What follows belongs to an exercise in optimizing a design on an open flow for small area; a production flow would make more cautious choices. Function was checked by simulation only, so behaviour that the tests miss may differ from the original. Power figures rest on the tool's default switching activity, not on a simulated workload.

red:
## neuron_multi_level_output
module neuron_multi_level_output #(parameter length = 128, total_cores = 3, total_length = length * total_cores)
	(
	input wire clk,
	input wire rst,
	input wire output_trigger,
	input wire y_addr_trigger,
	input wire single_core,
	input wire [2:0] num_core,
	output reg idle,
	input wire [31:0] in_fifo_dout,
	input wire in_fifo_valid,
	output reg in_fifo_rd_en,
	output reg [255:0] out_fifo_din,
	output reg out_fifo_wr_en,
	input wire neuron_idle,
	input wire spi_valid,
	input wire [total_length-1:0] spi_input_row,
	input wire [255:0] spi_input_single_core,
	output reg spi_read_trigger,
	output reg neuron_reset_trigger,
	output reg turn_off_inference,
	output reg ext_inference_enable,
	output reg reg_reset
	);
parameter options_per_core = length * 8 / 256;
localparam NG = total_length / 32;           
localparam CW = 5;                           
parameter [3:0] STATE_IDLE = 4'd0;
parameter [3:0] STATE_PIPE_IN = 4'd1;
parameter [3:0] STATE_EXT_INF_ON_0 = 4'd2;
parameter [3:0] STATE_INF_MODE_OFF = 4'd3;
parameter [3:0] STATE_EXT_INF_OFF_0 = 4'd4;
parameter [3:0] STATE_NEURON_TRIG = 4'd5;
parameter [3:0] STATE_NEURON_WAIT = 4'd6;
parameter [3:0] STATE_SPI_TRIG = 4'd7;
parameter [3:0] STATE_SPI_WAIT = 4'd8;
parameter [3:0] STATE_UPDATE_FND_IDX = 4'd9;
parameter [3:0] STATE_UPDATE_NUM_STEP = 4'd10;
parameter [3:0] STATE_CHECK_FOUND = 4'd11;
parameter [3:0] STATE_PIPE_OUT = 4'd12;
parameter [3:0] STATE_EXT_INF_ON_1 = 4'd13;
parameter [3:0] STATE_INF_MODE_ON = 4'd14;
parameter [3:0] STATE_EXT_INF_OFF_1 = 4'd15;
reg [3:0] state, next_state;
reg [CW-1:0] cnt, next_cnt;         
reg [6:0] iter_number, next_iter_number;
wire first = (iter_number == 0);
reg all_found;        
reg [total_length-1:0] init_value;
reg [total_length-1:0] step_found;
wire [total_length-1:0] spi_input;
assign spi_input[255:0] = single_core ? spi_input_single_core : spi_input_row[255:0];
generate if (total_length > 256) begin: hi
	assign spi_input[total_length-1:256] = spi_input_row[total_length-1:256];
end endgenerate
always @(*) begin
	next_cnt = 0;
	next_iter_number = iter_number;
	next_state = state;
	case (state)
		STATE_IDLE: begin
			next_iter_number = 0;
			if (y_addr_trigger) next_state = STATE_PIPE_IN;
			else if (output_trigger) next_state = STATE_EXT_INF_ON_0;
		end
		STATE_PIPE_IN: begin
			next_iter_number = 0;
			if (in_fifo_valid) begin
				next_cnt = cnt + 1;
  ...
clock: 10.0 ns
lec_check: 0
cap_margin: 12
core_margin: 2
core_utilization: 45
place_density: 0.6
slew_margin: 12
standard.sh (not shown) runs the stock make flow with config.mk's settings and CLKGATE_MAP_FILE= SYNTH_SCRIPT=/design/flow/synth_recipe.tcl, a recipe that flattens the netlist after the stock synthesis.
==> flow/flow/run.sh <==
#!/bin/bash
set -euo pipefail
CTS="-sink_clustering_enable -repair_clock_nets -sink_clustering_size 25 -sink_clustering_max_diameter 100 -sink_clustering_buffer sky130_fd_sc_hd__clkbuf_16 -buf_list {sky130_fd_sc_hd__clkbuf_4 sky130_fd_sc_hd__clkbuf_8} -dont_use_dummy_load"
bash standard.sh "CTS_ARGS=$CTS" "BUFFER_PORTS_ARGS=-buffer_cell sky130_fd_sc_hd__buf_1" finish > standard.log 2>&1
red completed; timing, DRC and antenna clean
diff inputs: red => blue
- SLEW_MARGIN: 12 -> 20
- CAP_MARGIN: 12 -> 20
==> flow/flow/run.sh <==
#!/bin/bash
set -euo pipefail
CTS="-sink_clustering_enable -repair_clock_nets -sink_clustering_size 28 -sink_clustering_max_diameter 100 -sink_clustering_buffer sky130_fd_sc_hd__clkbuf_16 -buf_list {sky130_fd_sc_hd__clkbuf_4 sky130_fd_sc_hd__clkbuf_8} -dont_use_dummy_load"
bash standard.sh "CTS_ARGS=$CTS" "BUFFER_PORTS_ARGS=-buffer_cell sky130_fd_sc_hd__buf_1" finish > standard.log 2>&1
[summary]
Time the worst path needs with I/O delays and setup was higher in the run labelled blue. red has lower combinational share of power than blue. Taking red as the reference, in blue worst ir drop on vdd went down, minimum setup slack in the final design down 0.0081 ns, clock group power -about 3.4%. Diff red..blue | fmax | negligible. blue vs red on number of diodes: blue is the higher one.
Changes in green relative to blue:
- changing PLACE_DENSITY from 0.6 to 0.72
==> flow/flow/run.sh <==
#!/bin/bash
set -euo pipefail
CTS="-sink_clustering_enable -repair_clock_nets -sink_clustering_size 25 -sink_clustering_max_diameter 100 -sink_clustering_buffer sky130_fd_sc_hd__clkbuf_16 -buf_list {sky130_fd_sc_hd__clkbuf_4 sky130_fd_sc_hd__clkbuf_8} -dont_use_dummy_load"
bash standard.sh "CTS_ARGS=$CTS" "BUFFER_PORTS_ARGS=-buffer_cell sky130_fd_sc_hd__buf_1" finish > standard.log 2>&1
Notes after the runs:
Global routing usage on met1 is lower on green
blue and green ended up with nearly the same summed area of non-filler cells in the final layout.
blue -> green: global-route usage flat
Summary — clock power share, green relative to blue: higher, by 0.8 points.
What orange does differently from green at the input level:
- PLACE_DENSITY now 0.6, was 0.72
==> flow/flow/run.sh <==
#!/bin/bash
set -euo pipefail
CTS="-sink_clustering_enable -repair_clock_nets -sink_clustering_size 25 -sink_clustering_max_diameter 100 -sink_clustering_buffer sky130_fd_sc_hd__clkbuf_16 -buf_list {sky130_fd_sc_hd__clkbuf_4 sky130_fd_sc_hd__clkbuf_8} -dont_use_dummy_load"
bash standard.sh "CTS_ARGS=$CTS" "BUFFER_PORTS_ARGS=-buffer_cell sky130_fd_sc_hd__buf_1" "RECOVER_POWER=100" finish > standard.log 2>&1
--- outcome ---
To summarise orange: no stage aborted, but the layout did not pass its checks, failing on capacitance limit, slew limit. When orange is set beside green, its antenna diode count turns out to be 4 larger. Fraction of standard cell area that is sequential: orange vs green up 0.24 points. | power | orange vs green | ≈ equal |. Against green, orange reports a global-route met3 utilization that is lower. Compare orange and green | final worst-path cycle share higher: orange. orange reports its worst-path cell with the longest stage delay as sky130_fd_sc_hd__clkbuf_1 while green reports sky130_fd_sc_hd__o31ai_4. Going from green to orange, per-cell via count in the routed design moved down, time the worst path needs with I/O delays and setup moved up. Going from green to orange, net count of the finished layout has remained practically unchanged; via count of the first global-routing pass down 813.

==> port drivers added, routing unchanged <==
No port has a modelled driver above. Below, the same layouts with a new extraction and two added sets of constraints.
Step 1, drivers: a clkbuf_16 drives clk and a buf_2 each remaining input, both assumed.
Step 2 adds t to the input delays and takes it off the output delays; t is the mean of the earliest and latest rising clock arrival at the registers after step 1. Input paths then give back, and output paths get back, about the clock's delay inside the block.
Slacks: ideal / step 1 / step 2; pairs: ideal / step 1.
| run | t (ns) | slack for setup (ns) | worst data-port slew with drivers (ns) |
|---|---|---|---|
| red | 1.173 | 2.818 / 2.721 / 3.894 | 0.20 |
| blue | 1.152 | 2.810 / 2.696 / 3.849 | 0.22 |
| green | 1.121 | 2.776 / 2.680 / 3.801 | 0.30 |
| orange | 1.157 | 1.237 / 1.124 / 1.334 | 0.24 |
